From an optimization exercise on the open Yosys and OpenROAD flow, aimed at small area, a short achievable clock period and few clock cycles; shortcuts taken in it are not production practice.
At most, simulation tests tie the RTL to the original design; equivalence was not proved.
Power figures rest on the tool's default switching activity, not on a simulated workload.

==> module blur_unit, before the edit <==
module blur_unit #(
    parameter W = 16,
    parameter FREE = 0
) (
    input wire clk_in,
    input wire rst_in,
    input wire in_v,
    input wire [7:0] in_d,
    input wire [2*$clog2(W)-1:0] in_addr,  
    output logic out_v,
    output logic [7:0] out_d,
    output logic [2*$clog2(W)-1:0] out_addr,
    output logic sub_v  
);
    localparam XW = $clog2(W);
    wire [XW-1:0] ix = in_addr[XW-1:0];
    wire [XW-1:0] iy = in_addr[2*XW-1:XW];
    logic [XW-1:0] fx;
    logic flushing;
    wire tok = in_v | flushing;
    logic [7:0] lb1 [0:W-1];
    logic [7:0] lb2 [0:W-1];
    always_ff @(posedge clk_in) begin
        if (FREE || tok) begin
            lb1[0] <= in_d;
            lb2[0] <= (iy == 0) ? in_d : lb1[W-1];
            for (int k = 1; k < W; k++) begin
                lb1[k] <= lb1[k-1];
                lb2[k] <= lb2[k-1];
            end
        end
    end
    wire [7:0] mid = lb1[W-1];
    wire [7:0] top = lb2[W-1];
    wire [7:0] bot = flushing ? mid : in_d;
    wire [9:0] vsum = {2'b00, top} + {1'b0, mid, 1'b0} + {2'b00, bot};
    wire vtok = (in_v && iy != 0) || flushing;
    wire [XW-1:0] vxn = flushing ? fx : ix;
    logic [9:0] vr;
    logic vv, vx0, vxl;
    always_ff @(posedge clk_in) begin
        vr <= vsum;
        vx0 <= vxn == 0;
        vxl <= vxn == W-1;
        if (rst_in) begin
            fx <= 0;
            flushing <= 0;
            vv <= 0;
        end else begin
            vv <= vtok;
            if (in_v && ix == W-1 && iy == W-1) flushing <= 1;
            if (flushing) begin
                fx <= fx + 1'b1;
                if (fx == W-1) flushing <= 0;
            end
        end
    end
    logic [9:0] ha, hb;
    logic pend;
    wire [9:0] tc = pend ? hb : vr;
    wire [11:0] hsum = {2'b00, ha} + {1'b0, hb, 1'b0} + {2'b00, tc};
    wire htok = (vv && !vx0) || pend;
    wire [2*XW-1:0] next_addr = out_addr + out_v;
    always_ff @(posedge clk_in) begin
        if (FREE || vv) begin
            ha <= vx0 ? vr : hb;
            hb <= vr;
        end
        out_d <= hsum[11:4];
        if (rst_in) begin
            pend <= 0;
            out_v <= 0;
            sub_v <= 0;
            out_addr <= 0;
        end else begin
            pend <= vv && vxl;
            out_v <= htok;
            sub_v <= htok && !next_addr[0] && !next_addr[XW];
            out_addr <= next_addr;
        end
    end
endmodule
export LEC_CHECK = 0
export CAP_MARGIN = 20
export CORE_MARGIN = 2
export CORE_UTILIZATION = 60
export SLEW_MARGIN = 20
export SYNTH_MEMORY_MAX_BITS = 16384
create_clock -name core_clock -period 10.0 [get_ports {clk_in}]
standard.sh (not shown) runs the stock make flow with config.mk's settings and CLKGATE_MAP_FILE= SYNTH_SCRIPT=/design/flow/synth_recipe.tcl, a recipe that flattens the netlist after the stock synthesis.
==> flow/flow/run.sh <==
#!/bin/bash
set -euo pipefail
bash standard.sh SETUP_SLACK_MARGIN=7 BUFFER_PORTS_ARGS=-buffer_cell\ sky130_fd_sc_hd__buf_2 CTS_ARGS=-sink_clustering_enable\ -repair_clock_nets\ -dont_use_dummy_load\ -sink_clustering_size\ 30\ -sink_clustering_max_diameter\ 60 finish > standard_flow.log 2>&1
Testbench counts at the start, summed over its fixed seeds: cycles 7,392.
Change:
--- a/flow/design.v
+++ b/flow/design.v
@@ -21,35 +21,29 @@
     logic flushing;
     wire tok = in_v | flushing;
     logic [7:0] lb1 [0:W-1];
-    logic [7:0] lb2 [0:W-1];
+    logic [7:0] lb2 [0:W-2];
+    logic [9:0] p;
     always_ff @(posedge clk_in) begin
         if (FREE || tok) begin
             lb1[0] <= in_d;
             lb2[0] <= (iy == 0) ? in_d : lb1[W-1];
-            for (int k = 1; k < W; k++) begin
-                lb1[k] <= lb1[k-1];
-                lb2[k] <= lb2[k-1];
-            end
+            for (int k = 1; k < W; k++) lb1[k] <= lb1[k-1];
+            for (int k = 1; k < W-1; k++) lb2[k] <= lb2[k-1];
+            p <= {2'b00, lb2[W-2]} + {1'b0, lb1[W-2], 1'b0};
         end
     end
     wire [7:0] mid = lb1[W-1];
-    wire [7:0] top = lb2[W-1];
     wire [7:0] bot = flushing ? mid : in_d;
-    wire [9:0] vsum = {2'b00, top} + {1'b0, mid, 1'b0} + {2'b00, bot};
+    wire [9:0] v = p + {2'b00, bot};
     wire vtok = (in_v && iy != 0) || flushing;
-    wire [XW-1:0] vxn = flushing ? fx : ix;
-    logic [9:0] vr;
-    logic vv, vx0, vxl;
+    wire [XW-1:0] vx = flushing ? fx : ix;
+    wire vx0 = vx == 0;
+    wire vxl = vx == W-1;
     always_ff @(posedge clk_in) begin
-        vr <= vsum;
-        vx0 <= vxn == 0;
-        vxl <= vxn == W-1;
         if (rst_in) begin
             fx <= 0;
             flushing <= 0;
-            vv <= 0;
         end else begin
-            vv <= vtok;
             if (in_v && ix == W-1 && iy == W-1) flushing <= 1;
             if (flushing) begin
                 fx <= fx + 1'b1;
@@ -59,14 +53,14 @@
     end
     logic [9:0] ha, hb;
     logic pend;
-    wire [9:0] tc = pend ? hb : vr;
+    wire [9:0] tc = pend ? hb : v;
     wire [11:0] hsum = {2'b00, ha} + {1'b0, hb, 1'b0} + {2'b00, tc};
-    wire htok = (vv && !vx0) || pend;
+    wire htok = (vtok && !vx0) || pend;
     wire [2*XW-1:0] next_addr = out_addr + out_v;
     always_ff @(posedge clk_in) begin
-        if (FREE || vv) begin
-            ha <= vx0 ? vr : hb;
-            hb <= vr;
+        if (FREE || vtok) begin
+            ha <= vx0 ? v : hb;
+            hb <= v;
         end
         out_d <= hsum[11:4];
         if (rst_in) begin
@@ -75,7 +69,7 @@
             sub_v <= 0;
             out_addr <= 0;
         end else begin
-            pend <= vv && vxl;
+            pend <= vtok && vxl;
             out_v <= htok;
             sub_v <= htok && !next_addr[0] && !next_addr[XW];
             out_addr <= next_addr;
Routed wire length is higher by roughly a tenth.
Critical path depth goes up by 17.
Hold slack loses 0.012 ns.
Core utilization is higher by 2.6 points.
Sequential share of layout area decreases by 6.0 points.
Global-route usage is higher by 1.4 points.
Clock power goes down by a few percent.
Final cell count goes up by roughly a tenth.
Die area increases slightly.
The RTL of the second run of this note was laid out without a check of its function.

[static timing again, ports no longer ideal]
The flow's constraints put no driver on any port. The routed layouts listed below were extracted and timed again, unchanged, in two steps. Step 1 assumes that a clkbuf_16 drives the clock port and a buf_2 every other input. Step 2 adds t to the input delays and takes it off the output delays; t is the mean of the earliest and latest rising clock arrival at the registers after step 1. Input paths then give back, and output paths get back, about the clock's delay inside the block. Three values: ideal, step 1, step 2; two values: the first two.
run | t, ns | setup slack, ns | pins driven straight from the clock port
the first run | 0.653 | 6.832 / 6.771 / 6.547 | 1
the second run | 0.656 | 6.124 / 6.124 / 6.124 | 1
After both steps setup and hold are still met in every run listed. The setup slack of the first run, which loses most, moves by -0.061 ns with the drivers and by -0.285 ns with both steps.
